What follows belongs to an exercise in optimizing a design on an open flow for small area; a production flow would make more cautious choices.
Only simulation tests tie the RTL to the original design; equivalence was not proved.
Power is estimated from default activity; no workload was simulated.

==> design/flow/config.mk <==
export PLATFORM = sky130hd
export DESIGN_NAME = UNPARKING
export DESIGN_NICKNAME = UNPARKING
export VERILOG_FILES = /design/flow/design.v
export SDC_FILE = /design/flow/constraint.sdc
export NUM_CORES = 4
export LEC_CHECK = 0
export CAP_MARGIN = 20
export CORE_MARGIN = 2
export CORE_UTILIZATION = 40
export SLEW_MARGIN = 20
==> design/flow/constraint.sdc <==
create_clock -name core_clock -period 10.0 [get_ports {clk}]
set_input_delay 2.0000 -clock core_clock [delete_from_list [all_inputs] [get_ports {clk}]]
set_output_delay 2.0000 -clock core_clock [all_outputs]
set_load 0.01 [all_outputs]
==> design/flow/design.v <==
`timescale 1ns / 1ps
module LCD_Controller ( 
                        iDATA,iRS,
                        iStart,oDone,
                        iCLK,iRST_N,
                        LCD_DATA,
                        LCD_RW,
                        LCD_EN,
                        LCD_RS
								);
parameter CLK_Divide = 16;
input [7:0] iDATA;
input       iRS,iStart;
input       iCLK,iRST_N;
output reg  oDone;
output [7:0] LCD_DATA;
output reg   LCD_EN;
output       LCD_RW;
output       LCD_RS;
reg [4:0]    Cont;
reg [1:0]    ST;
reg preStart,mStart;
assign LCD_DATA= iDATA;
assign LCD_RW= 1'b0;
assign LCD_RS= iRS;
always@(posedge iCLK)
begin
    if(!iRST_N)
    begin
        oDone   <= 1'b0;
        LCD_EN  <= 1'b0;
        preStart<= 1'b0;
        mStart  <= 1'b0;
        Cont    <= 0;
        ST      <= 0;
    end
    else
    begin
        preStart <= iStart;
        if({preStart,iStart}==2'b01)   
        begin
            mStart   <=    1'b1;
            oDone    <=    1'b0;
        end
        if(mStart)   
        begin
            case(ST)
            0:    ST <= 1;  
            1:    begin
                    LCD_EN <= 1'b1;
                    ST     <= 2;
                end
            2:    begin                   
                    if(Cont<CLK_Divide)
                    Cont  <= Cont+1;
                    else
                    ST    <= 3;
                end
            3:    begin
                    LCD_EN  <=    1'b0;
                    mStart  <=    1'b0;
                    oDone   <=    1'b1;
                    Cont    <=    0;
                    ST      <=    0;
                end
            endcase
        end
    end
end
endmodule 
`timescale 1ns / 1ps
module    LCD_TEST (  
                    iCLK,iRST_N,
                    LCD_DATA,LCD_RW,LCD_EN,LCD_RS,
					 Mostrar_10,
					 Mostrar_11,
					 Mostrar_12,
					 Mostrar_13,
					 Mostrar_14,
					 Mostrar_15,
					 Mostrar_16,
					 Mostrar_17,
					 Mostrar_18,
					 Mostrar_19,
					 Mostrar_110,
					 Mostrar_111,
					 Mostrar_112,
					 Mostrar_113,
					 Mostrar_114,
					 Mostrar_115,
					 Mostrar_20,
					 Mostrar_21,
					  Mostrar_22,
					  Mostrar_23,
					  Mostrar_24,
					  Mostrar_25,
					  Mostrar_26,
					  Mostrar_27,
					  Mostrar_28,
					  Mostrar_29,
					  Mostrar_210,
					  Mostrar_211,
					  Mostrar_212,
					  Mostrar_213,
					  Mostrar_214,
					  Mostrar_215
						  );
input  iCLK,iRST_N;
input [8:0] Mostrar_10;
input [8:0] Mostrar_11;
input [8:0] Mostrar_12;
input [8:0] Mostrar_13;
input [8:0] Mostrar_14;
input [8:0] Mostrar_15;
input [8:0] Mostrar_16;
input [8:0] Mostrar_17;
input [8:0] Mostrar_18;
input [8:0] Mostrar_19;
input [8:0] Mostrar_110;
input [8:0] Mostrar_111;
input [8:0] Mostrar_112;
input [8:0] Mostrar_113;
input [8:0] Mostrar_114;
input [8:0] Mostrar_115;
input [8:0] Mostrar_20;
input [8:0] Mostrar_21;
input [8:0] Mostrar_22;
input [8:0] Mostrar_23;
input [8:0] Mostrar_24;
input [8:0] Mostrar_25;
input [8:0] Mostrar_26;
input [8:0] Mostrar_27;
input [8:0] Mostrar_28;
input [8:0] Mostrar_29;
input [8:0] Mostrar_210;
input [8:0] Mostrar_211;
input [8:0] Mostrar_212;
input [8:0] Mostrar_213;
input [8:0] Mostrar_214;
input [8:0] Mostrar_215;
output [7:0] LCD_DATA;
output LCD_RW,LCD_EN,LCD_RS;
reg [5:0]  LUT_INDEX;
reg [10:0]  LUT_DATA;
reg [5:0]  mLCD_ST;
reg [4:0]  mDLY;
reg        mLCD_Start;
reg [7:0]  mLCD_DATA;
reg        mLCD_RS;
wire       mLCD_Done;
parameter    LCD_INTIAL  = 0;
parameter    LCD_LINE1   = 5;
parameter    LCD_CH_LINE = LCD_LINE1+16;
parameter    LCD_LINE2   = LCD_LINE1+16+1;
parameter    LUT_SIZE    = LCD_LINE1+32+30;
always@(posedge iCLK)
begin
    if(!iRST_N)
    begin
        LUT_INDEX  <= 0;
        mLCD_ST    <= 0;
        mDLY       <= 0;
        mLCD_Start <= 0;
        mLCD_DATA  <= 0;
        mLCD_RS    <= 0;
    end
    else
    begin
        if(LUT_INDEX<LUT_SIZE)
        begin
            case(mLCD_ST)
            0:    begin
                    mLCD_DATA  <= LUT_DATA[7:0];
                    mLCD_RS    <= LUT_DATA[8];
                    mLCD_Start <= 1;
                    mLCD_ST    <= 1;
                end
            1:    begin
                    if(mLCD_Done)
                    begin
                    mLCD_Start <= 0;
                    mLCD_ST    <= 2;                    
                    end
                end
            2:    begin
                    if(mDLY<5'h11)  
                    mDLY <= mDLY+1;
                    else
                    begin
                       mDLY    <= 0;
                       mLCD_ST <= 3;
                    end
                end
            3:    begin
                    LUT_INDEX  <= LUT_INDEX+1;
                    mLCD_ST    <= 0;
                end
            endcase
        end else if (LUT_INDEX>=LUT_SIZE)begin
			LUT_INDEX<= 0;
		  end
    end
end
always@(*)
begin
    case(LUT_INDEX)
    LCD_INTIAL+0:    LUT_DATA    <=    9'h038;  
    LCD_INTIAL+1:    LUT_DATA    <=    9'h00C;  
    LCD_INTIAL+2:    LUT_DATA    <=    9'h001;  
    LCD_INTIAL+3:    LUT_DATA    <=    9'h006;  
    LCD_INTIAL+4:    LUT_DATA    <=    9'h080;  
    LCD_LINE1+0:     LUT_DATA    <=    Mostrar_10; 
    LCD_LINE1+1:     LUT_DATA    <=    Mostrar_11; 
    LCD_LINE1+2:     LUT_DATA    <=    Mostrar_12; 
    LCD_LINE1+3:     LUT_DATA    <=    Mostrar_13; 
    LCD_LINE1+4:     LUT_DATA    <=    Mostrar_14; 
    LCD_LINE1+5:     LUT_DATA    <=    Mostrar_15;  
    LCD_LINE1+6:     LUT_DATA    <=    Mostrar_16; 
    LCD_LINE1+7:     LUT_DATA    <=    Mostrar_17; 
    LCD_LINE1+8:     LUT_DATA    <=    Mostrar_18; 
    LCD_LINE1+9:     LUT_DATA    <=    Mostrar_19; 
    LCD_LINE1+10:    LUT_DATA    <=    Mostrar_110; 
    LCD_LINE1+11:    LUT_DATA    <=    Mostrar_111; 
    LCD_LINE1+12:    LUT_DATA    <=    Mostrar_112; 
    LCD_LINE1+13:    LUT_DATA    <=    Mostrar_113; 
    LCD_LINE1+14:    LUT_DATA    <=    Mostrar_114; 
    LCD_LINE1+15:    LUT_DATA    <=    Mostrar_115; 
    LCD_CH_LINE:     LUT_DATA    <=    9'h0C0;
    LCD_LINE2+0:     LUT_DATA    <=    Mostrar_20; 
    LCD_LINE2+1:     LUT_DATA    <=    Mostrar_21; 
    LCD_LINE2+2:     LUT_DATA    <=    Mostrar_22; 
    LCD_LINE2+3:     LUT_DATA    <=    Mostrar_23; 
    LCD_LINE2+4:     LUT_DATA    <=    Mostrar_24; 
    LCD_LINE2+5:     LUT_DATA    <=    Mostrar_25; 
    LCD_LINE2+6:     LUT_DATA    <=    Mostrar_26; 
    LCD_LINE2+7:     LUT_DATA    <=    Mostrar_27; 
    LCD_LINE2+8:     LUT_DATA    <=    Mostrar_28; 
    LCD_LINE2+9:     LUT_DATA    <=    Mostrar_29; 
    LCD_LINE2+10:    LUT_DATA    <=    Mostrar_210; 
    LCD_LINE2+11:    LUT_DATA    <=    Mostrar_211; 
    LCD_LINE2+12:    LUT_DATA    <=    Mostrar_212; 
    LCD_LINE2+13:    LUT_DATA    <=    Mostrar_213; 
    LCD_LINE2+14:    LUT_DATA    <=    Mostrar_214;
    LCD_LINE2+15:    LUT_DATA    <=    Mostrar_215;
    LCD_LINE2+16:    LUT_DATA    <=     9'h000; 
    LCD_LINE2+17:    LUT_DATA    <=    9'h000; 
    LCD_LINE2+18:    LUT_DATA    <=     9'h000; 
    LCD_LINE2+19:    LUT_DATA    <=     9'h000;
    LCD_LINE2+20:    LUT_DATA    <=    9'h000;
    LCD_LINE2+21:    LUT_DATA    <=     9'h000; 
    LCD_LINE2+22:    LUT_DATA    <=    9'h000; 
    LCD_LINE2+23:    LUT_DATA    <=     9'h000; 
    LCD_LINE2+24:    LUT_DATA    <=     9'h000;
    LCD_LINE2+25:    LUT_DATA    <=     9'h000; 
    LCD_LINE2+26:    LUT_DATA    <=    9'h000; 
    LCD_LINE2+27:    LUT_DATA    <=     9'h000; 
    LCD_LINE2+28:    LUT_DATA    <=     9'h000;
    LCD_LINE2+29:    LUT_DATA    <=    9'h000;
    LCD_LINE2+30:    LUT_DATA    <=     9'h000; 
    LCD_LINE2+31:    LUT_DATA    <=    9'h000; 
    LCD_LINE2+32:    LUT_DATA    <=     9'h000; 
    LCD_LINE2+33:    LUT_DATA    <=     9'h000;
    LCD_LINE2+34:    LUT_DATA    <=     9'h000; 
    LCD_LINE2+35:    LUT_DATA    <=    9'h000; 
    LCD_LINE2+36:    LUT_DATA    <=     9'h000; 
    LCD_LINE2+37:    LUT_DATA    <=     9'h000;
    LCD_LINE2+38:    LUT_DATA    <=    9'h000;
    LCD_LINE2+39:    LUT_DATA    <=     9'h000; 
    default:         LUT_DATA    <=    9'h000;
    endcase
end
LCD_Controller u0 (  
                   .iDATA(mLCD_DATA),
                   .iRS(mLCD_RS),
                   .iStart(mLCD_Start),
                   .oDone(mLCD_Done),
                   .iCLK(iCLK),
                   .iRST_N(iRST_N),
                   .LCD_DATA(LCD_DATA),
                   .LCD_RW(LCD_RW),
                   .LCD_EN(LCD_EN),
                   .LCD_RS(LCD_RS)
						 );
endmodule 
`timescale 1ns / 1ps
module convertidorah(caracter, tecla);
input [3:0]caracter;
output reg [8:0]tecla;
always@(*)begin
case (caracter)
		 4'b0000: tecla = 9'h15f; 
		 4'b0001: tecla = 9'h131; 
		 4'b0010: tecla = 9'h132; 
		 4'b0011: tecla = 9'h133; 
		 4'b0100: tecla = 9'h134; 
		 4'b0101: tecla = 9'h135; 
		 4'b0110: tecla = 9'h136; 
		 4'b0111: tecla = 9'h137; 
		 4'b1000: tecla = 9'h138; 
		 4'b1001: tecla = 9'h139; 
		 4'b1010: tecla = 9'h141; 
		 4'b1011: tecla = 9'h142; 
		 4'b1100: tecla = 9'h143; 
		 4'b1101: tecla = 9'h144; 
		 4'b1110: tecla = 9'h12A; 
		 4'b1111: tecla = 9'h123; 
   endcase
end
endmodule
`timescale 1ns / 1ps
module convertidorahcero(caracter, tecla);
input [3:0]caracter;
output reg [8:0]tecla;
always@(*)begin
case (caracter)
		 4'b0000: tecla = 9'h130; 
		 4'b0001: tecla = 9'h131; 
		 4'b0010: tecla = 9'h132; 
		 4'b0011: tecla = 9'h133; 
		 4'b0100: tecla = 9'h134; 
		 4'b0101: tecla = 9'h135; 
		 4'b0110: tecla = 9'h136; 
		 4'b0111: tecla = 9'h137; 
		 4'b1000: tecla = 9'h138; 
		 4'b1001: tecla = 9'h139; 
		 4'b1010: tecla = 9'h141; 
		 4'b1011: tecla = 9'h142; 
		 4'b1100: tecla = 9'h143; 
		 4'b1101: tecla = 9'h144; 
		 4'b1110: tecla = 9'h12A; 
		 4'b1111: tecla = 9'h123; 
   endcase
end
endmodule
`timescale 1ns / 1ps
module    Reset_Delay(iCLK,rst,oRESET);
input        iCLK;
input        rst;
output reg    oRESET;
reg    [3:0]     Cont;
always@(posedge iCLK)
begin
    if(rst)
    begin
        Cont    <=    0;
        oRESET  <=    1'b0;
    end
    else if(Cont!=4'hF)    
    begin
        Cont    <=    Cont+1;
        oRESET    <=    1'b0;
    end
    else
    oRESET    <=    1'b1;
end
endmodule 
`timescale 1ns / 1ps
module LCD_Top(
                CLOCK_50,   
                rst,
                 LCD_RW,    
                 LCD_EN,    
                 LCD_RS,    
                 LCD_DATA,  
						m,
						PL1,
						PL2,
						PL3,
						PL4,
						PL5,
						PL6,
						pasignado,
						dmin,
						umin,
						dseg,
						useg
					  );
reg [8:0] Mostrar_10;
reg [8:0] Mostrar_11;
reg [8:0] Mostrar_12;
reg [8:0] Mostrar_13;
reg [8:0] Mostrar_14;
reg [8:0] Mostrar_15;
reg [8:0] Mostrar_16;
reg [8:0] Mostrar_17;
reg [8:0] Mostrar_18;
reg [8:0] Mostrar_19;
reg [8:0] Mostrar_110;
reg [8:0] Mostrar_111;
reg [8:0] Mostrar_112;
reg [8:0] Mostrar_113;
reg [8:0] Mostrar_114;
reg [8:0] Mostrar_115;
reg [8:0] Mostrar_20;
reg [8:0] Mostrar_21;
reg [8:0] Mostrar_22;
reg [8:0] Mostrar_23;
reg [8:0] Mostrar_24;
reg [8:0] Mostrar_25;
reg [8:0] Mostrar_26;
reg [8:0] Mostrar_27;
reg [8:0] Mostrar_28;
reg [8:0] Mostrar_29;
reg [8:0] Mostrar_210;
reg [8:0] Mostrar_211;
reg [8:0] Mostrar_212;
reg [8:0] Mostrar_213;
reg [8:0] Mostrar_214;
reg [8:0] Mostrar_215;               
input CLOCK_50;        
input rst;             
output [7:0] LCD_DATA;  
input [3:0]m;
input [3:0]PL1;
input [3:0]PL2;
input [3:0]PL3;
input [3:0]PL4;
input [3:0]PL5;
input [3:0]PL6;
input [8:0]pasignado;
input [3:0]dmin;
input [3:0]umin;
input [3:0]dseg;
input [3:0]useg;
output LCD_RW;         
output LCD_EN;         
output LCD_RS;         
reg [8:0]paga;
reg [8:0]zn;
wire [8:0]D1;
wire [8:0]D2;
wire [8:0]D3;
wire [8:0]D4;
wire [8:0]D5;
wire [8:0]D6;
wire [8:0]pa;
wire [8:0]DM;
wire [8:0]UM;
wire [8:0]DS;
wire [8:0]US;
wire DLY_RST;
Reset_Delay r0 ( .iCLK(CLOCK_50),.rst(rst),.oRESET(DLY_RST)    );
wire LCD_RST_N = DLY_RST & ~rst;
convertidorah d1(PL1, D1);
convertidorah d2(PL2, D2);
convertidorah d3(PL3, D3);
convertidorah d4(PL4, D4);
convertidorah d5(PL5, D5);
convertidorah d6(PL6, D6);
convertidorah Pasig(pasignado, pa);
convertidorahcero dm(dmin, DM);
convertidorahcero um(umin, UM);
convertidorahcero ds(dseg, DS);
convertidorahcero us(useg, US);
always @(*)begin
zn = 9'h130;
Mostrar_10 = 9'h120; Mostrar_11 = 9'h120; Mostrar_12 = 9'h120; Mostrar_13 = 9'h120;
Mostrar_14 = 9'h120; Mostrar_15 = 9'h120; Mostrar_16 = 9'h120; Mostrar_17 = 9'h120;
Mostrar_18 = 9'h120; Mostrar_19 = 9'h120; Mostrar_110 = 9'h120; Mostrar_111 = 9'h120;
Mostrar_112 = 9'h120; Mostrar_113 = 9'h120; Mostrar_114 = 9'h120; Mostrar_115 = 9'h120;
Mostrar_20 = 9'h120; Mostrar_21 = 9'h120; Mostrar_22 = 9'h120; Mostrar_23 = 9'h120;
Mostrar_24 = 9'h120; Mostrar_25 = 9'h120; Mostrar_26 = 9'h120; Mostrar_27 = 9'h120;
Mostrar_28 = 9'h120; Mostrar_29 = 9'h120; Mostrar_210 = 9'h120; Mostrar_211 = 9'h120;
Mostrar_212 = 9'h120; Mostrar_213 = 9'h120; Mostrar_214 = 9'h120; Mostrar_215 = 9'h120;
case(pasignado)
		4'b0000: zn = 9'h130;
		4'b0001: zn = 9'h131;
		4'b0010: zn = 9'h131;
		4'b0011: zn = 9'h132;
		4'b0100: zn = 9'h132;
		4'b0101: zn = 9'h133;
		4'b0110: zn = 9'h133;
endcase
case(m)
	4'b0000:begin 
		Mostrar_10 =9'h120; 
      Mostrar_11 =9'h120; 
      Mostrar_12 =9'h142; 
      Mostrar_13 =9'h149; 
      Mostrar_14 =9'h145; 
      Mostrar_15 =9'h14E; 
      Mostrar_16 =9'h156; 
      Mostrar_17 =9'h145; 
      Mostrar_18 =9'h14E; 
      Mostrar_19 =9'h149; 
      Mostrar_110=9'h144; 
      Mostrar_111=9'h14F; 
      Mostrar_112=9'h153; 
      Mostrar_113=9'h120; 
      Mostrar_114=9'h120; 
      Mostrar_115=9'h120; 
      Mostrar_20 =9'h120; 
      Mostrar_21 =9'h120; 
      Mostrar_22 =9'h120; 
      Mostrar_23 =9'h155; 
      Mostrar_24 =9'h14E; 
      Mostrar_25 =9'h120; 
      Mostrar_26 =9'h150; 
      Mostrar_27 =9'h141; 
      Mostrar_28 =9'h152; 
      Mostrar_29 =9'h14B; 
      Mostrar_210=9'h149; 
      Mostrar_211=9'h14E; 
      Mostrar_212=9'h147; 
      Mostrar_213=9'h120; 
      Mostrar_214=9'h120; 
      Mostrar_215=9'h120; 
		end
	4'b0010:begin 
		Mostrar_10 =9'h149; 
      Mostrar_11 =9'h14E; 
      Mostrar_12 =9'h147; 
      Mostrar_13 =9'h152; 
      Mostrar_14 =9'h145; 
      Mostrar_15 =9'h153; 
      Mostrar_16 =9'h145; 
      Mostrar_17 =9'h120; 
      Mostrar_18 =9'h153; 
      Mostrar_19 =9'h155; 
      Mostrar_110=9'h120; 
      Mostrar_111=9'h150; 
      Mostrar_112=9'h14C; 
      Mostrar_113=9'h141; 
      Mostrar_114=9'h143; 
      Mostrar_115=9'h141; 
      Mostrar_20 =9'h13d; 
      Mostrar_21 =9'h13d; 
      Mostrar_22 =9'h13d; 
      Mostrar_23 =9'h13d; 
      Mostrar_24 =9'h13e; 
      Mostrar_25 =    D1; 
      Mostrar_26 =    D2; 
      Mostrar_27 =    D3; 
      Mostrar_28 =    D4; 
      Mostrar_29 =    D5; 
      Mostrar_210=    D6; 
      Mostrar_211=9'h13c; 
      Mostrar_212=9'h13d; 
      Mostrar_213=9'h13d; 
      Mostrar_214=9'h13d; 
      Mostrar_215=9'h13d; 
		end
	4'b0011:begin 
		Mostrar_10 =9'h120; 
      Mostrar_11 =9'h145; 
      Mostrar_12 =9'h14C; 
      Mostrar_13 =9'h149; 
      Mostrar_14 =9'h14A; 
      Mostrar_15 =9'h141; 
      Mostrar_16 =9'h120; 
      Mostrar_17 =9'h14C; 
      Mostrar_18 =9'h141; 
      Mostrar_19 =9'h120; 
      Mostrar_110=9'h15A; 
      Mostrar_111=9'h14F; 
      Mostrar_112=9'h14E; 
      Mostrar_113=9'h141; 
      Mostrar_114=9'h120; 
      Mostrar_115=9'h120; 
      Mostrar_20 =9'h120; 
      Mostrar_21 =9'h15a; 
      Mostrar_22 =9'h131; 
      Mostrar_23 =9'h13e; 
      Mostrar_24 =9'h131; 
      Mostrar_25 =9'h120; 
      Mostrar_26 =9'h15a; 
      Mostrar_27 =9'h132; 
      Mostrar_28 =9'h13e; 
      Mostrar_29 =9'h132; 
      Mostrar_210=9'h120; 
      Mostrar_211=9'h15a; 
      Mostrar_212=9'h133; 
      Mostrar_213=9'h13e; 
      Mostrar_214=9'h133; 
      Mostrar_215=9'h120; 
		end
	4'b0100:begin 
		Mostrar_10 =9'h120; 
      Mostrar_11 =9'h153; 
      Mostrar_12 =9'h155; 
      Mostrar_13 =9'h120; 
      Mostrar_14 =9'h150; 
      Mostrar_15 =9'h141; 
      Mostrar_16 =9'h152; 
      Mostrar_17 =9'h151; 
      Mostrar_18 =9'h155; 
      Mostrar_19 =9'h145; 
      Mostrar_110=9'h141; 
      Mostrar_111=9'h144; 
      Mostrar_112=9'h145; 
      Mostrar_113=9'h152; 
      Mostrar_114=9'h14F; 
      Mostrar_115=9'h120; 
      Mostrar_20 =9'h141; 
      Mostrar_21 =9'h153; 
      Mostrar_22 =9'h149; 
      Mostrar_23 =9'h147; 
      Mostrar_24 =9'h14E; 
      Mostrar_25 =9'h141; 
      Mostrar_26 =9'h144; 
      Mostrar_27 =9'h14F; 
      Mostrar_28 =9'h13e; 
      Mostrar_29 =9'h13e; 
      Mostrar_210=9'h13e; 
      Mostrar_211=9'h15a; 
      Mostrar_212=    zn; 
      Mostrar_213=9'h12c; 
      Mostrar_214=9'h150; 
      Mostrar_215=    pa; 
	end
	4'b0111:begin
		Mostrar_10 =9'h120; 
      Mostrar_11 =9'h120; 
      Mostrar_12 =9'h147; 
      Mostrar_13 =9'h152; 
      Mostrar_14 =9'h141; 
      Mostrar_15 =9'h143; 
      Mostrar_16 =9'h149; 
      Mostrar_17 =9'h141; 
      Mostrar_18 =9'h153; 
      Mostrar_19 =9'h120; 
      Mostrar_110=9'h150; 
      Mostrar_111=9'h14F; 
      Mostrar_112=9'h152; 
      Mostrar_113=9'h120; 
      Mostrar_114=9'h120; 
      Mostrar_115=9'h120; 
      Mostrar_20 =9'h120; 
      Mostrar_21 =9'h120; 
      Mostrar_22 =9'h120; 
      Mostrar_23 =9'h153; 
      Mostrar_24 =9'h155; 
      Mostrar_25 =9'h120; 
      Mostrar_26 =9'h156; 
      Mostrar_27 =9'h149; 
      Mostrar_28 =9'h153; 
      Mostrar_29 =9'h149; 
      Mostrar_210=9'h154; 
      Mostrar_211=9'h141; 
      Mostrar_212=9'h121; 
      Mostrar_213=9'h120; 
      Mostrar_214=9'h120; 
      Mostrar_215=9'h120; 
	end
	4'b1100:begin 
		Mostrar_10 =9'h120; 
      Mostrar_11 =9'h120; 
      Mostrar_12 =9'h150; 
      Mostrar_13 =9'h141; 
      Mostrar_14 =9'h152; 
      Mostrar_15 =9'h151; 
      Mostrar_16 =9'h155; 
      Mostrar_17 =9'h145; 
      Mostrar_18 =9'h141; 
      Mostrar_19 =9'h144; 
      Mostrar_110=9'h145; 
      Mostrar_111=9'h152; 
      Mostrar_112=9'h14f; 
      Mostrar_113=9'h120; 
      Mostrar_114=9'h120; 
      Mostrar_115=9'h120; 
      Mostrar_20 =9'h120; 
      Mostrar_21 =9'h120; 
      Mostrar_22 =9'h120; 
      Mostrar_23 =9'h120; 
      Mostrar_24 =9'h14f; 
      Mostrar_25 =9'h143; 
      Mostrar_26 =9'h155; 
      Mostrar_27 =9'h150; 
      Mostrar_28 =9'h141; 
      Mostrar_29 =9'h144; 
      Mostrar_210=9'h14f; 
      Mostrar_211=9'h120; 
      Mostrar_212=9'h120; 
      Mostrar_213=9'h120; 
      Mostrar_214=9'h120; 
      Mostrar_215=9'h120; 
	end
	4'b1110:begin 
		Mostrar_10 =9'h120; 
      Mostrar_11 =9'h120; 
      Mostrar_12 =9'h120; 
      Mostrar_13 =9'h120; 
      Mostrar_14 =9'h143; 
      Mostrar_15 =9'h145; 
      Mostrar_16 =9'h152; 
      Mostrar_17 =9'h152; 
      Mostrar_18 =9'h141; 
      Mostrar_19 =9'h14e; 
      Mostrar_110=9'h144; 
      Mostrar_111=9'h14f; 
      Mostrar_112=9'h120; 
      Mostrar_113=9'h120; 
      Mostrar_114=9'h120; 
      Mostrar_115=9'h120; 
      Mostrar_20 =9'h120; 
      Mostrar_21 =9'h120; 
      Mostrar_22 =9'h150; 
      Mostrar_23 =9'h141; 
      Mostrar_24 =9'h152; 
      Mostrar_25 =9'h151; 
      Mostrar_26 =9'h155; 
      Mostrar_27 =9'h145; 
      Mostrar_28 =9'h141; 
      Mostrar_29 =9'h144; 
      Mostrar_210=9'h145; 
      Mostrar_211=9'h152; 
      Mostrar_212=9'h14f; 
      Mostrar_213=9'h120; 
      Mostrar_214=9'h120; 
      Mostrar_215=9'h120; 
	end
4'b1111:begin 
		Mostrar_10 =9'h154; 
      Mostrar_11 =9'h149; 
      Mostrar_12 =9'h145; 
      Mostrar_13 =9'h14D; 
      Mostrar_14 =9'h150; 
      Mostrar_15 =9'h14F; 
      Mostrar_16 =9'h120; 
      Mostrar_17 =9'h13D; 
      Mostrar_18 =9'h13D; 
      Mostrar_19 =9'h13E; 
      Mostrar_110=9'h120; 
      Mostrar_111=    DM; 
      Mostrar_112=    UM; 
      Mostrar_113=9'h14D; 
      Mostrar_114=9'h149; 
      Mostrar_115=9'h14E; 
		Mostrar_20 =9'h154; 
      Mostrar_21 =9'h14F; 
      Mostrar_22 =9'h154; 
      Mostrar_23 =9'h141; 
      Mostrar_24 =9'h14C; 
      Mostrar_25 =9'h120; 
      Mostrar_26 =9'h120; 
      Mostrar_27 =9'h13D; 
      Mostrar_28 =9'h13D; 
      Mostrar_29 =9'h13E; 
      Mostrar_210=9'h120; 
      Mostrar_211=9'h124; 
      Mostrar_212=    DS; 
      Mostrar_213=    US; 
      Mostrar_214=9'h120; 
      Mostrar_215=9'h120; 
	end
endcase
end
LCD_TEST u5 ( 
         .iCLK(CLOCK_50),
         .iRST_N(LCD_RST_N),
         .LCD_DATA(LCD_DATA),
         .LCD_RW(LCD_RW),
         .LCD_EN(LCD_EN),
         .LCD_RS(LCD_RS),   
         .Mostrar_10(Mostrar_10),
		   .Mostrar_11(Mostrar_11),
			.Mostrar_12(Mostrar_12),
			.Mostrar_13(Mostrar_13),
			.Mostrar_14(Mostrar_14),
			.Mostrar_15(Mostrar_15),
			.Mostrar_16(Mostrar_16),
			.Mostrar_17(Mostrar_17),
			.Mostrar_18(Mostrar_18),
			.Mostrar_19(Mostrar_19),
			.Mostrar_110(Mostrar_110),
			.Mostrar_111(Mostrar_111),
			.Mostrar_112(Mostrar_112),
			.Mostrar_113(Mostrar_113),
			.Mostrar_114(Mostrar_114),
			.Mostrar_115(Mostrar_115),
			.Mostrar_20(Mostrar_20),
			.Mostrar_21(Mostrar_21),
			.Mostrar_22(Mostrar_22),
			.Mostrar_23(Mostrar_23),
			.Mostrar_24(Mostrar_24),
			.Mostrar_25(Mostrar_25),
			.Mostrar_26(Mostrar_26),
			.Mostrar_27(Mostrar_27),
			.Mostrar_28(Mostrar_28),
			.Mostrar_29(Mostrar_29),
			.Mostrar_210(Mostrar_210),
			.Mostrar_211(Mostrar_211),
			.Mostrar_212(Mostrar_212),
			.Mostrar_213(Mostrar_213),
			.Mostrar_214(Mostrar_214),
			.Mostrar_215(Mostrar_215)
             );
endmodule
`timescale 1ns / 1ps
module divfreq(clk, rst, tick);
input clk;
input rst;
output tick;
reg clk1hz;
reg clk1hz_d;
reg [1:0] count;
always @ (posedge clk)begin
	if(rst)begin
		count <= 0;
		clk1hz <= 0;
		clk1hz_d <= 0;
	end
	else begin
		clk1hz_d <= clk1hz;
		if(count < 'd3)begin
			count <= count + 1;
			end
		else begin
			count <= 0;
			clk1hz <= !clk1hz;
			end
	end
end
assign tick = clk1hz & !clk1hz_d;
endmodule
`timescale 1ns / 1ps
module barrido(clk, rst, en, filas);
input clk;
input rst;
input en;
output reg [3:0] filas;
reg [1:0] selector;
reg [3:0] filas_n;
reg [1:0] selector_n;
always@(*)begin
	filas_n = filas;
	selector_n = selector;
	selector_n = selector_n + 1;
	case(selector_n)
			2'b00: filas_n = 4'b1000;
			2'b01: filas_n = 4'b0100;
			2'b10: filas_n = 4'b0010;
			2'b11: filas_n = 4'b0001;
	endcase
end
always@(posedge clk)begin
	if(rst)begin
		filas <= 0;
		selector <= 0;
	end
	else if(en)begin
		filas <= filas_n;
		selector <= selector_n;
	end
end
endmodule
`timescale 1ns / 1ps
module comparador(filas, columnas, num);
input [3:0] filas;
input [3:0] columnas;
output reg [3:0] num;
always@(*)begin
		num = 4'b0000;
		if (filas == 4'b1000)begin
				case(columnas)
						4'b1000: num = 4'd0001; 
						4'b0100: num = 4'b0010; 
						4'b0010: num = 4'b0011; 
						4'b0001: num = 4'b1010; 
				default: num = 4'b0000;
				endcase
			end
		if (filas == 4'b0100)begin
				case(columnas)
						4'b1000: num = 4'b0100; 
						4'b0100: num = 4'b0101; 
						4'b0010: num = 4'b0110; 
						4'b0001: num = 4'b1011; 
				default: num = 4'b0000;
				endcase
			end
		if (filas == 4'b0010)begin
				case(columnas)
						4'b1000: num = 4'b0111; 
						4'b0100: num = 4'b1000; 
						4'b0010: num = 4'b1001; 
						4'b0001: num = 4'b1100; 
				default: num = 4'b0000;
				endcase
			end
		if (filas == 4'b0001)begin
				case(columnas)
						4'b1000: num = 4'b1110; 
						4'b0100: num = 4'b0000; 
						4'b0010: num = 4'b1111; 
						4'b0001: num = 4'b1101; 
				default: num = 4'b0000;
				endcase
			end
end
endmodule
`timescale 1ns / 1ps
module lecturateclado (clk, rst, filas, columnas, numer);
input [3:0]columnas;
input clk;
input rst;
output [3:0]filas;
output [3:0]numer;
wire clke;
divfreq F1(clk, rst, clke); 
barrido R1(clk, rst, clke, filas);
comparador C1(filas, columnas, numer);
endmodule
`timescale 1ns / 1ps
module switch(clk, rst, led, pasignado, count, swws);
input clk;
input rst;
input swws;
input [3:0]pasignado;
input [5:0]count;
output reg led;
reg led_n;
always@(*)begin
led_n = 1;
if(swws)begin
if(count[0] == 1 && pasignado == 4'b0001)
	led_n = 0;
if(count[1] == 1 && pasignado == 4'b0010)
	led_n = 0;
if(count[2] == 1 && pasignado == 4'b0011)
	led_n = 0;
if(count[3] == 1 && pasignado == 4'b0100)
	led_n = 0;
if(count[4] == 1 && pasignado == 4'b0101)
	led_n = 0;
if(count[5] == 1 && pasignado == 4'b0110)
	led_n = 0;
end
end
always@(posedge clk)begin
	if(rst)
		led <= 1;
	else
		led <= led_n;
end
endmodule
`timescale 1ns / 1ps
module ledparqueadero(clk, rst, en, led, pasignado, l);
input clk;
input rst;
input en;
input led;
input [3:0]pasignado;
output reg [5:0]l;
reg [9:0]counter3;
reg [5:0]l_n;
reg [9:0]counter3_n;
always@(*)begin
l_n = l;
counter3_n = counter3;
if(led)begin
	if(counter3_n< 4)begin
		case(pasignado)
				4'b0000: l_n = 6'b000000;
				4'b0001: l_n = 6'b000001;
				4'b0010: l_n = 6'b000010;
				4'b0011: l_n = 6'b000100;
				4'b0100: l_n = 6'b001000;
				4'b0101: l_n = 6'b010000;
				4'b0110: l_n = 6'b100000;
				default: ;
		endcase
		counter3_n = counter3_n +1;
	end
	else begin
			counter3_n = 0;
		l_n = 6'b000000;
	end
end
else
	l_n = 6'b000000;
end
always@(posedge clk)begin
	if(rst)begin
		l <= 0;
		counter3 <= 0;
	end
	else if(en)begin
		l <= l_n;
		counter3 <= counter3_n;
	end
end
endmodule
`timescale 1ns / 1ps
module placausada(clk, rst, en, ingplaca, teclado, placa, placafake);
input clk;
input rst;
input en;
input ingplaca;
input [3:0]teclado;
output reg [23:0]placa;
output reg [23:0]placafake;
reg [3:0]d1;
reg [3:0]d2;
reg [3:0]d3;
reg [3:0]d4;
reg [3:0]d5;
reg [3:0]d6;
reg [23:0]placa_n;
reg [23:0]placafake_n;
reg [3:0]d1_n;
reg [3:0]d2_n;
reg [3:0]d3_n;
reg [3:0]d4_n;
reg [3:0]d5_n;
reg [3:0]d6_n;
always @(*)begin
placa_n = placa;
placafake_n = placafake;
d1_n = d1;
d2_n = d2;
d3_n = d3;
d4_n = d4;
d5_n = d5;
d6_n = d6;
if(ingplaca)begin
	if(teclado != 0)begin
			if(d1_n == 0)begin
				d1_n = teclado;
				placafake_n[23:20] = teclado;
				end
			else if(d2_n == 0)begin
				d2_n = teclado;
				placafake_n[19:16] = teclado;
				end
			else if(d3_n == 0)begin
				d3_n = teclado;
				placafake_n[15:12] = teclado;
				end
			else if(d4_n == 0)begin
				d4_n = teclado;
				placafake_n[11:8] = teclado;
				end
			else if(d5_n == 0)begin
				d5_n = teclado;
				placafake_n[7:4] = teclado;
				end
			else if(d6_n == 0)begin
				d6_n = teclado;
				placafake_n[3:0] = teclado;
				end
	end
	if(d1_n != 0 && d2_n != 0 && d3_n != 0 && d4_n != 0 && d5_n != 0 && d6_n != 0)begin
			placa_n[23:20] = d1_n;
			placa_n[19:16] = d2_n;
			placa_n[15:12] = d3_n;
			placa_n[11:8] = d4_n;
			placa_n[7:4] = d5_n;
			placa_n[3:0] = d6_n;
	end
end
else begin
	d1_n = 0;
	d2_n = 0;
	d3_n = 0;
	d4_n = 0;
	d5_n = 0;
	d6_n = 0;
	placa_n = 24'b000000000000000000000000;
	placafake_n = 24'b000000000000000000000000;
end
end
always @(posedge clk)begin
	if(rst)begin
		placa <= 0;
		placafake <= 0;
		d1 <= 0;
		d2 <= 0;
		d3 <= 0;
		d4 <= 0;
		d5 <= 0;
		d6 <= 0;
	end
	else if(en)begin
		placa <= placa_n;
		placafake <= placafake_n;
		d1 <= d1_n;
		d2 <= d2_n;
		d3 <= d3_n;
		d4 <= d4_n;
		d5 <= d5_n;
		d6 <= d6_n;
	end
end
endmodule
`timescale 1ns / 1ps
module asignar(clk, rst, en, ingzona, cancelo, decidir, teclado, placa, pasignado, estaba, ocupado, counterp, carros);
input clk;
input rst;
input en;
input ingzona;
input cancelo;
input decidir;
input [3:0]teclado;
input [23:0]placa;
output reg [3:0]pasignado;
output reg estaba;
output reg ocupado;
output reg [20:0]counterp;
output reg [2:0]carros;
reg [23:0]p1;
reg [23:0]p2;
reg [23:0]p3;
reg [23:0]p4;
reg [23:0]p5;
reg [23:0]p6;
reg pu1;
reg pu2;
reg pu3;
reg pu4;
reg pu5;
reg pu6;
reg [20:0]countp1;
reg [20:0]countp2;
reg [20:0]countp3;
reg [20:0]countp4;
reg [20:0]countp5;
reg [20:0]countp6;
reg counter;
reg [3:0]pasignado_n;
reg estaba_n;
reg ocupado_n;
reg [20:0]counterp_n;
reg [2:0]carros_n;
reg [23:0]p1_n;
reg [23:0]p2_n;
reg [23:0]p3_n;
reg [23:0]p4_n;
reg [23:0]p5_n;
reg [23:0]p6_n;
reg pu1_n;
reg pu2_n;
reg pu3_n;
reg pu4_n;
reg pu5_n;
reg pu6_n;
reg [20:0]countp1_n;
reg [20:0]countp2_n;
reg [20:0]countp3_n;
reg [20:0]countp4_n;
reg [20:0]countp5_n;
reg [20:0]countp6_n;
reg counter_n;
always@(*)begin
pasignado_n = pasignado;
estaba_n = estaba;
ocupado_n = ocupado;
counterp_n = counterp;
carros_n = carros;
p1_n = p1;
p2_n = p2;
p3_n = p3;
p4_n = p4;
p5_n = p5;
p6_n = p6;
pu1_n = pu1;
pu2_n = pu2;
pu3_n = pu3;
pu4_n = pu4;
pu5_n = pu5;
pu6_n = pu6;
countp1_n = countp1;
countp2_n = countp2;
countp3_n = countp3;
countp4_n = countp4;
countp5_n = countp5;
countp6_n = countp6;
counter_n = counter;
if(decidir)begin
	case(placa)
		p1_n: begin estaba_n = 1; counterp_n = countp1_n; end
		p2_n: begin estaba_n = 1; counterp_n = countp2_n; end
		p3_n: begin estaba_n = 1; counterp_n = countp3_n; end
		p4_n: begin estaba_n = 1; counterp_n = countp4_n; end
		p5_n: begin estaba_n = 1; counterp_n = countp5_n; end
		p6_n: begin estaba_n = 1; counterp_n = countp6_n; end
		default begin
			estaba_n = 0;  counterp_n = 0; end
	endcase
end
if(ingzona == 1 && teclado != 0 && teclado <= 4'b0011)begin
case(teclado)
	4'b0001:begin
				if(p1_n==0) begin
						pasignado_n = 4'b0001;
						p1_n = placa;
				end
				else if(p2_n==0) begin
						pasignado_n = 4'b0010;
						p2_n = placa;
				end
				else if(p3_n==0) begin
						pasignado_n = 4'b0011;
						p3_n = placa;
				end
				else if(p4_n==0) begin
						pasignado_n = 4'b0100;
						p4_n = placa;
				end
				else if(p5_n==0) begin
						pasignado_n = 4'b0101;
						p5_n = placa;
				end
				else if(p6_n==0) begin
						pasignado_n = 4'b0110;
						p6_n = placa;
				end
		end
		4'b0010:begin
				if(p3_n==0) begin
						pasignado_n = 4'b0011;
						p3_n = placa;
				end
				else if(p4_n==0) begin
						pasignado_n = 4'b0100;
						p4_n = placa;
				end
				else if(p5_n==0) begin
						pasignado_n = 4'b0101;
						p5_n = placa;
				end
				else if(p6_n==0) begin
						pasignado_n = 4'b0110;
						p6_n = placa;
				end
				else if(p1_n==0) begin
						pasignado_n = 4'b0001;
						p1_n = placa;
				end
				else if(p2_n==0) begin
						pasignado_n = 4'b0010;
						p2_n = placa;
				end
		end
		4'b0011:begin
				if(p5_n==0) begin
						pasignado_n = 4'b0101;
						p5_n = placa;
				end
				else if(p6_n==0) begin
						pasignado_n = 4'b0110;
						p6_n = placa;
				end
				else if(p1_n==0) begin
						pasignado_n = 4'b0001;
						p1_n = placa;
				end
				else if(p2_n==0) begin
						pasignado_n = 4'b0010;
						p2_n = placa;
				end
				else if(p3_n==0) begin
						pasignado_n = 4'b0011;
						p3_n = placa;
				end
				else if(p4_n==0) begin
						pasignado_n = 4'b0100;
						p4_n = placa;
				end
		end
endcase
end
else if(ingzona == 0 && placa == 0)
	pasignado_n = 0;
if(p1_n != 0 && p2_n != 0 && p3_n != 0 && p4_n != 0 && p5_n != 0 && p6_n != 0 && pasignado_n != 0)begin
	if(counter_n < 1)
		counter_n = counter_n + 1;
	else if(counter_n == 1)begin
		ocupado_n = 1;
		counter_n = 0;
	end
end
else if(p1_n == 0 || p2_n == 0 || p3_n == 0 || p4_n == 0 || p5_n == 0 || p6_n == 0)
	ocupado_n = 0;
if(cancelo)begin
	case(placa)
		p1_n: begin p1_n = 0; countp1_n = 0;end
		p2_n: begin p2_n = 0; countp2_n = 0;end
		p3_n: begin p3_n = 0; countp3_n = 0;end
		p4_n: begin p4_n = 0; countp4_n = 0;end
		p5_n: begin p5_n = 0; countp5_n = 0;end
		p6_n: begin p6_n = 0; countp6_n = 0;end
	endcase
end
if(p1_n != 0 && countp1_n != 21'h1FFFFF)
		countp1_n = countp1_n + 1;
if(p2_n != 0 && countp2_n != 21'h1FFFFF)
		countp2_n = countp2_n + 1;
if(p3_n != 0 && countp3_n != 21'h1FFFFF)
		countp3_n = countp3_n + 1;
if(p4_n != 0 && countp4_n != 21'h1FFFFF)
		countp4_n = countp4_n + 1;
if(p5_n != 0 && countp5_n != 21'h1FFFFF)
		countp5_n = countp5_n + 1;
if(p6_n != 0 && countp6_n != 21'h1FFFFF)
		countp6_n = countp6_n + 1;
if(p1_n != 0)
		pu1_n = 1;
else
		pu1_n = 0;
if(p2_n != 0)
		pu2_n = 1;
else
		pu2_n = 0;
if(p3_n != 0)
		pu3_n = 1;
else
		pu3_n = 0;
if(p4_n != 0)
		pu4_n = 1;
else
		pu4_n = 0;
if(p5_n != 0)
		pu5_n = 1;
else
		pu5_n = 0;
if(p6_n != 0)
		pu6_n = 1;
else
		pu6_n = 0;
carros_n = pu1_n + pu2_n + pu3_n + pu4_n + pu5_n + pu6_n;
end
always@(posedge clk)begin
	if(rst)begin
		pasignado <= 0;
		estaba <= 0;
		ocupado <= 0;
		counterp <= 0;
		carros <= 0;
		p1 <= 0;
		p2 <= 0;
		p3 <= 0;
		p4 <= 0;
		p5 <= 0;
		p6 <= 0;
		pu1 <= 0;
		pu2 <= 0;
		pu3 <= 0;
		pu4 <= 0;
		pu5 <= 0;
		pu6 <= 0;
		countp1 <= 0;
		countp2 <= 0;
		countp3 <= 0;
		countp4 <= 0;
		countp5 <= 0;
		countp6 <= 0;
		counter <= 0;
	end
	else if(en)begin
		pasignado <= pasignado_n;
		estaba <= estaba_n;
		ocupado <= ocupado_n;
		counterp <= counterp_n;
		carros <= carros_n;
		p1 <= p1_n;
		p2 <= p2_n;
		p3 <= p3_n;
		p4 <= p4_n;
		p5 <= p5_n;
		p6 <= p6_n;
		pu1 <= pu1_n;
		pu2 <= pu2_n;
		pu3 <= pu3_n;
		pu4 <= pu4_n;
		pu5 <= pu5_n;
		pu6 <= pu6_n;
		countp1 <= countp1_n;
		countp2 <= countp2_n;
		countp3 <= countp3_n;
		countp4 <= countp4_n;
		countp5 <= countp5_n;
		countp6 <= countp6_n;
		counter <= counter_n;
	end
end
endmodule
`timescale 1ns / 1ps
module factura(clk, rst, counterp, dmin, umin, dseg, useg);
input clk;
input rst;
input [20:0]counterp;
output reg[3:0]dmin;
output reg[3:0]umin;
output reg[3:0]dseg;
output reg[3:0]useg;
always@(posedge clk)begin
if(rst)begin
		dmin <= 'd0;
		umin <= 'd0;
		dseg <= 'd0;
		useg <= 'd0;
	end
else if(counterp >= 'd00 && counterp < 'd600)begin
		dmin <= 'd0;
		umin <= 'd0;
		dseg <= 'd0;
		useg <= 'd0;
	end
else if(counterp >= 'd600 && counterp < 'd1200)begin
		dmin <= 'd0;
		umin <= 'd1;
		dseg <= 'd0;
		useg <= 'd2;
	end
else if(counterp >= 'd1200 && counterp < 'd1800)begin
		dmin <= 'd0;
		umin <= 'd2;
		dseg <= 'd0;
		useg <= 'd4;
	end
else if(counterp >= 'd1800 && counterp < 'd2400)begin
		dmin <= 'd0;
		umin <= 'd3;
		dseg <= 'd0;
		useg <= 'd6;
	end
else if(counterp >= 'd2400 && counterp < 'd3000)begin
		dmin <= 'd0;
		umin <= 'd4;
		dseg <= 'd0;
		useg <= 'd8;
	end
else if(counterp >= 'd3000 && counterp < 'd3600)begin
		dmin <= 'd0;
		umin <= 'd5;
		dseg <= 'd1;
		useg <= 'd0;
	end
else if(counterp >= 'd3600 && counterp < 'd4200)begin
		dmin <= 'd0;
		umin <= 'd6;
		dseg <= 'd1;
		useg <= 'd2;
	end
else if(counterp >= 'd4200 && counterp < 'd4800)begin
		dmin <= 'd0;
		umin <= 'd7;
		dseg <= 'd1;
		useg <= 'd4;
	end
else if(counterp >= 'd4800 && counterp < 'd5400)begin
		dmin <= 'd0;
		umin <= 'd8;
		dseg <= 'd1;
		useg <= 'd6;
	end
else if(counterp >= 'd5400 && counterp < 'd6000)begin
		dmin <= 'd0;
		umin <= 'd9;
		dseg <= 'd1;
		useg <= 'd8;
	end
else if(counterp >= 'd6000 && counterp < 'd6600)begin
		dmin <= 'd1;
		umin <= 'd0;
		dseg <= 'd2;
		useg <= 'd0;
	end
else if(counterp >= 'd6600 && counterp < 'd7200)begin
		dmin <= 'd1;
		umin <= 'd1;
		dseg <= 'd2;
		useg <= 'd2;
	end
else if(counterp >= 'd7200 && counterp < 'd7800)begin
		dmin <= 'd1;
		umin <= 'd2;
		dseg <= 'd2;
		useg <= 'd4;
	end
else begin
		dmin <= 4'b0000;
		umin <= 4'b0000;
		dseg <= 4'b0000;
		useg <= 4'b0000;
	end
end
endmodule
`timescale 1ns / 1ps
module UNPARKING( clk,                                 
						rst,                                 
						LCD_RW, LCD_EN, LCD_RS, LCD_DATA,    
						filas,columnas,                      
						count,                               
						s,                                   
						m,                                   
						l,                                   
						c                                    
						);
input clk;
input rst;
output [7:0] LCD_DATA;  
output LCD_RW;         
output LCD_EN;         
output LCD_RS;         
input [5:0]count;
input s;
output reg [1:0]m;
output [5:0]l;
input c;
output [3:0]filas;
input [3:0]columnas;
reg [3:0]status;
reg [10:0]counter;
reg [3:0]message;
reg reset;
reg ingplaca;
reg ingzona;
reg abrir;
reg cerrar;
reg fin;
reg cancelo;
reg decidir;
reg swws;
reg [3:0]status_n;
reg [10:0]counter_n;
reg [3:0]message_n;
reg reset_n;
reg ingplaca_n;
reg ingzona_n;
reg abrir_n;
reg cerrar_n;
reg fin_n;
reg cancelo_n;
reg decidir_n;
reg swws_n;
reg [1:0]m_n;
wire clock;
wire led;
wire ocupado;
wire estaba;
wire [23:0]placa;
wire [23:0]pl;
wire [3:0]pasignado;
wire [3:0]teclado;
wire [20:0]counterp;
wire [3:0]dmin;
wire [3:0]umin;
wire [3:0]dseg;
wire [3:0]useg;
wire [2:0]carros;
parameter   START  = 4'b0000, 
				PLACA  = 4'b0001, 
				DECIDE = 4'b0010, 
				ZONE   = 4'b0011, 
				CANCEL = 4'b0100, 
				OPEN   = 4'b0101, 
				CLOSE  = 4'b0110, 
				ASIGNAR= 4'b0111, 
				LED    = 4'b1000, 
				PARK   = 4'b1001, 
				END    = 4'b1010; 
divfreq DF0(clk, rst, clock);
LCD_Top L0(clk, rst, LCD_RW, LCD_EN, LCD_RS, LCD_DATA, message, pl[23:20], pl[19:16], pl[15:12], pl[11:8], pl[7:4], pl[3:0], {5'b00000, pasignado}, dmin, umin, dseg, useg);
switch S00(clk, rst, led, pasignado, count, swws);
ledparqueadero LP0(clk, rst, clock, led, pasignado, l);
placausada PU0(clk, rst, clock, ingplaca, teclado, placa, pl);
lecturateclado T0(clk, rst, filas, columnas, teclado);
asignar A0(clk, rst, clock, ingzona, cancelo, decidir, teclado, placa, pasignado, estaba, ocupado, counterp, carros);
factura F0(clk, rst, counterp, dmin, umin, dseg, useg);
always@(*)begin
status_n = status;
counter_n = counter;
message_n = message;
reset_n = reset;
ingplaca_n = ingplaca;
ingzona_n = ingzona;
abrir_n = abrir;
cerrar_n = cerrar;
fin_n = fin;
cancelo_n = cancelo;
decidir_n = decidir;
swws_n = swws;
m_n = m;
case(status_n)
		START:begin
					reset_n = 1;
					if(ocupado)
						message_n = 4'b1100;
					else
						message_n = 4'b0000;
					if(s == 0)
						status_n = PLACA;
				end
		PLACA:begin
					message_n = 4'b0010;
					ingplaca_n = 1;
					reset_n = 0;
					if(placa != 0)
						status_n = DECIDE;
						decidir_n = 1;
				end
		DECIDE:begin
					if(estaba)
						status_n = CANCEL;
					else
						status_n = ZONE;
				 end
		ZONE:begin
					decidir_n = 0;
					if(ocupado == 0)begin
						ingzona_n = 1;
						message_n = 4'b0011;
						if(pasignado != 0)
							status_n = ASIGNAR;
					end
					else if(ocupado) begin
						message_n = 4'b1100;
						status_n = END;
					end
			 end
		CANCEL:begin
					ingzona_n = 0;
					decidir_n = 0;
					if(cancelo_n)begin
						status_n = OPEN;
						message_n = 4'b0111;
						fin_n = 1;
						end
					else
						message_n = 4'b1111;
				end
		ASIGNAR:begin
					message_n = 4'b0100;
					status_n = OPEN;
					ingzona_n = 0;
				end
				OPEN:begin
					abrir_n = 1;
				end
		CLOSE:begin
					abrir_n = 0;
					cerrar_n = 1;
				end
		LED:begin
					cerrar_n = 0;
					message_n = 4'b0000;
					swws_n = 1;
						status_n = PARK;
				end
		PARK:begin
					if(led == 0)begin
					   swws_n = 0;
						status_n = END;
					end
				end
		END:begin
					cerrar_n = 0;
					fin_n = 0;
					status_n = START;
				end
endcase
if(abrir_n)begin
	if(counter_n < 'd3)begin
		m_n[0] = 1;
		m_n[1] = 0;
		counter_n = counter_n + 1;
	end
	if(counter_n == 'd3)begin
		m_n[0] = 0;
		if(s)begin
			counter_n = 0;
			status_n = CLOSE;
		end
	end
end
if(cerrar_n)begin
	message_n = 4'b1110;
	if(counter_n < 'd3)begin
		m_n[0] = 0;
		m_n[1] = 1;
		counter_n = counter_n + 1;
	end
	if(counter_n == 'd3)begin
		m_n[1] = 0;
		if(fin_n)begin
			counter_n = 0;
			status_n = END;
		end
		else
			status_n = LED;
	end
end
if(reset_n)begin
ingplaca_n = 0;
counter_n = 0;
end
if(c == 0)
	cancelo_n = 1;
else
	cancelo_n = 0;
end
always@(posedge clk)begin
	if(rst)begin
		status <= 0;
		counter <= 0;
		message <= 0;
		reset <= 0;
		ingplaca <= 0;
		ingzona <= 0;
		abrir <= 0;
		cerrar <= 0;
		fin <= 0;
		cancelo <= 0;
		decidir <= 0;
		swws <= 0;
		m <= 0;
	end
	else if(clock)begin
		status <= status_n;
		counter <= counter_n;
		message <= message_n;
		reset <= reset_n;
		ingplaca <= ingplaca_n;
		ingzona <= ingzona_n;
		abrir <= abrir_n;
		cerrar <= cerrar_n;
		fin <= fin_n;
		cancelo <= cancelo_n;
		decidir <= decidir_n;
		swws <= swws_n;
		m <= m_n;
	end
end
endmodule
==> design/flow/run.sh <==
#!/bin/bash
# synth_recipe.tcl (not shown) runs the flow's synth.tcl, then flattens the netlist and writes it again
# the make line also repeats each setting of config.mk as NAME=value (left out here)
make -C /OpenROAD-flow-scripts/flow DESIGN_CONFIG=/design/flow/config.mk WORK_HOME=/design/flow/orfs CLKGATE_MAP_FILE= SYNTH_SCRIPT=/design/flow/synth_recipe.tcl finish
==> results.txt <==
[registers in the layout, indices dropped and copies added (netlist names), 8 cells and up]
| signal | count |
|---|---|
| L0.u5.mLCD_DATA | 8 |
| A0.countp4 | 21 |
| A0.p2 | 24 |
| PU0.placafake | 24 |
| counter | 11 |
| LP0.counter3 | 10 |
| A0.p1 | 24 |
| A0.countp6 | 21 |
| A0.p5 | 24 |
| A0.countp5 | 21 |
| A0.countp2 | 21 |
| A0.p4 | 24 |
| A0.p6 | 24 |
| A0.counterp | 18 |
| PU0.placa | 24 |
| A0.countp3 | 21 |
| A0.p3 | 24 |
| A0.countp1 | 21 |
[where the power goes]
part	internal, mW	switching (mW)
logic	0.0818	0.218
clock network	1.41	1.00
registers	2.11	0.0291
total	3.60	1.25
[placed cells by master, fill, tap and decap left out, drive strengths merged, types with 66 or more instances in the layout]
cell type  netlist  routed
clkbuf         294      82
o211ai          66      66
dfxtp          525     525
o22ai           87      87
ha              75      75
nand2          433     433
a211oi          69      69
nor3           144     144
inv            129     136
buf             76     141
nor2           644     644
a31oi          115     115
nand4           74      74
o21ai          325     325
nor4            87      87
nand3          167     167
a21oi          475     475
[final cells by class]
type | count | area, um^2 | area share [%]
Clock buffer | 82 | 1740 | 4.59
Clock inverter | 34 | 443 | 1.17
Inverter | 136 | 510 | 1.35
Multi-Input combinational cell | 3707 | 21700 | 57.5
Sequential cell | 525 | 10500 | 27.8
Tap cell | 1144 | 1430 | 3.79
Timing Repair Buffer | 175 | 1430 | 3.79
[kinds of logic (layout without fill, tap and decap cells)]
group,Yosys count,count (layout),share of synthesized area [%]
buffers and inverters,506,427,5.86
adders and majority gates,75,75,2.75
and+or+nand+nor,1934,1934,27.3
xor gates and xnor gates,82,82,2.11
AOI/OAI and AO/OA,1533,1533,28.7
DFF,525,525,30.8
other,1,1,0.0110
muxes,82,82,2.51
[how the worst min path moves through the flow]
stage                    from             end  slack (ns)
2_1_floorplan    DF0.count[0]    DF0.count[0]        0.40
3_3_place_gp     DF0.count[0]    DF0.count[0]        0.41
3_5_place_dp   T0.F1.count[0]  T0.F1.count[0]        0.41
4_1_cts          DF0.count[0]    DF0.count[0]        0.42
5_1_grt        T0.F1.count[0]  T0.F1.count[0]        0.43
6_report         DF0.count[0]    DF0.count[0]        0.42
[worst max-delay path: stages]
cell and delay [ns]:
clkdlybuf4s50_1 0.74, xor2_1 0.20, a211o_1 0.37, a211o_1 0.29, o21ai_2 0.66, buf_4 0.41, nand3_1 0.20, a21oi_1 0.18
nand4_1 0.12, a2111oi_0 0.61, o211a_1 0.32, nand2_1 0.24, and2_1 0.24, ha_1 0.20, and3_1 0.19, and3_1 0.19
and3_1 0.23, and3_1 0.23, a41o_1 0.29, a211oi_2 0.72, nand4_1 0.22, or2_2 0.31, a21oi_1 0.13
[per-layer routing]
layer	global-route usage, %	vias to the layer above	part of all wire, %	routed length, um
met5	0	-	0.039	58
met4	18.9	8	6.7	10000
met3	7.91	604	11	16000
met2	49.6	2196	42	62500
met1	43.5	17600	41	61000
li1	-	17100	-	-
==> qor.csv <==
stage,metric,value,unit
run_status,outcome,timing/DRC/antenna clean,
final_layout,area_growth,10.9,%
setup_path,r2r_slack,2.77,ns
placement,place_congestion,1.03,
synthesis,netlist_area,34100,um^2
routing,wl,150000,um
final_layout,fillers,8768,
synthesis,syn-num-nets,4827,
sta,finClkSkew,0.0427,ns
synthesis,async_flop_share,0,%
clock_network,cts_hold_buffers,0,
sta,worst_slew_pin_slew,1.13,ns
sta,finalSetupViolations,0,
synthesis,post-synth-top-count-cell,nor2_1,
clock_network,clock-root-buffer,clkbuf_16,
floorplanning,std_cell_rows,107,
routing,wl_per_cell,25.8,um
clock_network,cts_sinks,525,
sta,timing.final.ws_setup,1.27,ns
setup_path,reg2reg_depth,20,
routing,drc,0,
routing,vias,37500,
setup_path,critical_path_class,in -> reg,
placement,dp_hpwl,103000,um
setup_path,start_kind,input port,
routing,drt_iter0_drc,5065,
grt,grt-ovfl-total,0,
setup_path,startpoint,columnas[1],
grt,track_usage,33.1,%
setup_path,r2r_start,T0.R1.filas[0],
synthesis,synth_cell_types,105,
power,p_leak,12.9,nW
setup_path,crit_end,A0.countp2[19],
final_layout,layout-drive-gt1-share,7.58,%
synthesis,synth_area_leaders,"dfxtp_1, nor2_1, a21oi_1",
final_layout,fin_util,44.6,%
synthesis,yosys-top-cells-count,"nor2_1, dfxtp_1, a21oi_1",
floorplanning,die_w,296,um
sta,rsz0062_at_grt,no,
sta,maxSlewViolCount,0,
power,fin_total_pwr,4.85,mW
routing,drtPass1Iterations,9,
clock_network,clk_latency,0.68,ns
final_layout,final_nets,4695,
synthesis,synth_area_leader_cell,dfxtp_1,
placement,portBuffers,35,
placement,place_area,35600,um^2
sta,hold_slack,0.421,ns
floorplanning,dieHeight,296,um
clock_network,cts_resized,0,
floorplanning,start_util,40.2,%
clock_network,clockBufferDepth,3,
hold_path,min_path_cells,1,
synthesis,postSynthCellCount,4738,
sta,fin_tns_setup,0,ns
setup_path,r2r-end,A0.countp2[19],
grt,antenna_found_initial,4,
final_layout,instances_no_fill,5803,
floorplanning,io_pins,37,
clock_network,htreeDepth,2,
power,irDropWorstVdd,147,uV
routing,drtAntennaViolNets,0,
final_layout,diodes,0,
sta,period_minus_slack,8.73,ns
clock_network,numCtsBuffers,61,
sta,maxSlewHeadroom,22.6,%
placement,place_ws,0.773,ns
sta,max_freq,115,MHz
sta,hold_viol,0,
setup_path,crit_required,10.57,ns
final_layout,fin_area,37800,um^2
routing,viasPerCell,6.47,
placement,dpl.cell_count,5687,
synthesis,syn_avg_cell_area,7.19,um^2
setup_path,cp-end-kind,flop,
synthesis,synth.top_cell.area_share,30.8,%
synthesis,seq_area_frac_synth,30.8,%
clock_network,cts_tree,built,
grt,grt_first_pass_wirelength,222000,um
run,maxCapViolations,0,
hold_path,holdCritPathClass,reg -> reg,
clock_network,clk_pin_slew,0.06,ns
grt,grt_pass1_vias,34600,
setup_path,arrival,9.30,ns
sta,period_share,87.3,%
synthesis,synth-seq-cells,525,
synthesis,yosysWarnings,16,
clock_network,cts_setup_buffers,0,
floorplanning,dieArea,87600,um^2
synthesis,synth_enable_flop_cells,0,
synthesis,synth_ff_type,dfxtp_1,
power,power_density,128,nW/um^2
floorplanning,core-area,84700,um^2
setup_path,worstPathMaxFanout,21,
grt,grt_max_degree,168,

re-timing with driven ports:
In the flow no input, the clock included, has a driving cell. The finished layout below was timed again as built, in two steps. Step 1 sets driving cells, clkbuf_16 on the clock port and buf_2 on the other inputs (assumed; they add their load-dependent delay and slew). Step 2, shift: input delay + t, output delay - t, t = (earliest + latest rising clock arrival at the registers) / 2. This alone moves slack from input paths to output paths. a / b / c = ideal ports / drivers / drivers and shift; a / b = the first two.
t, ns: 0.732
slack for setup (ns): 1.269 / 1.313 / 0.582
slew at the worst register clock pin (ns): 0.07 / 0.07
After both steps this run still meets setup and hold. The setup slack of this run moves by +0.044 ns with the drivers and by -0.687 ns with both steps.
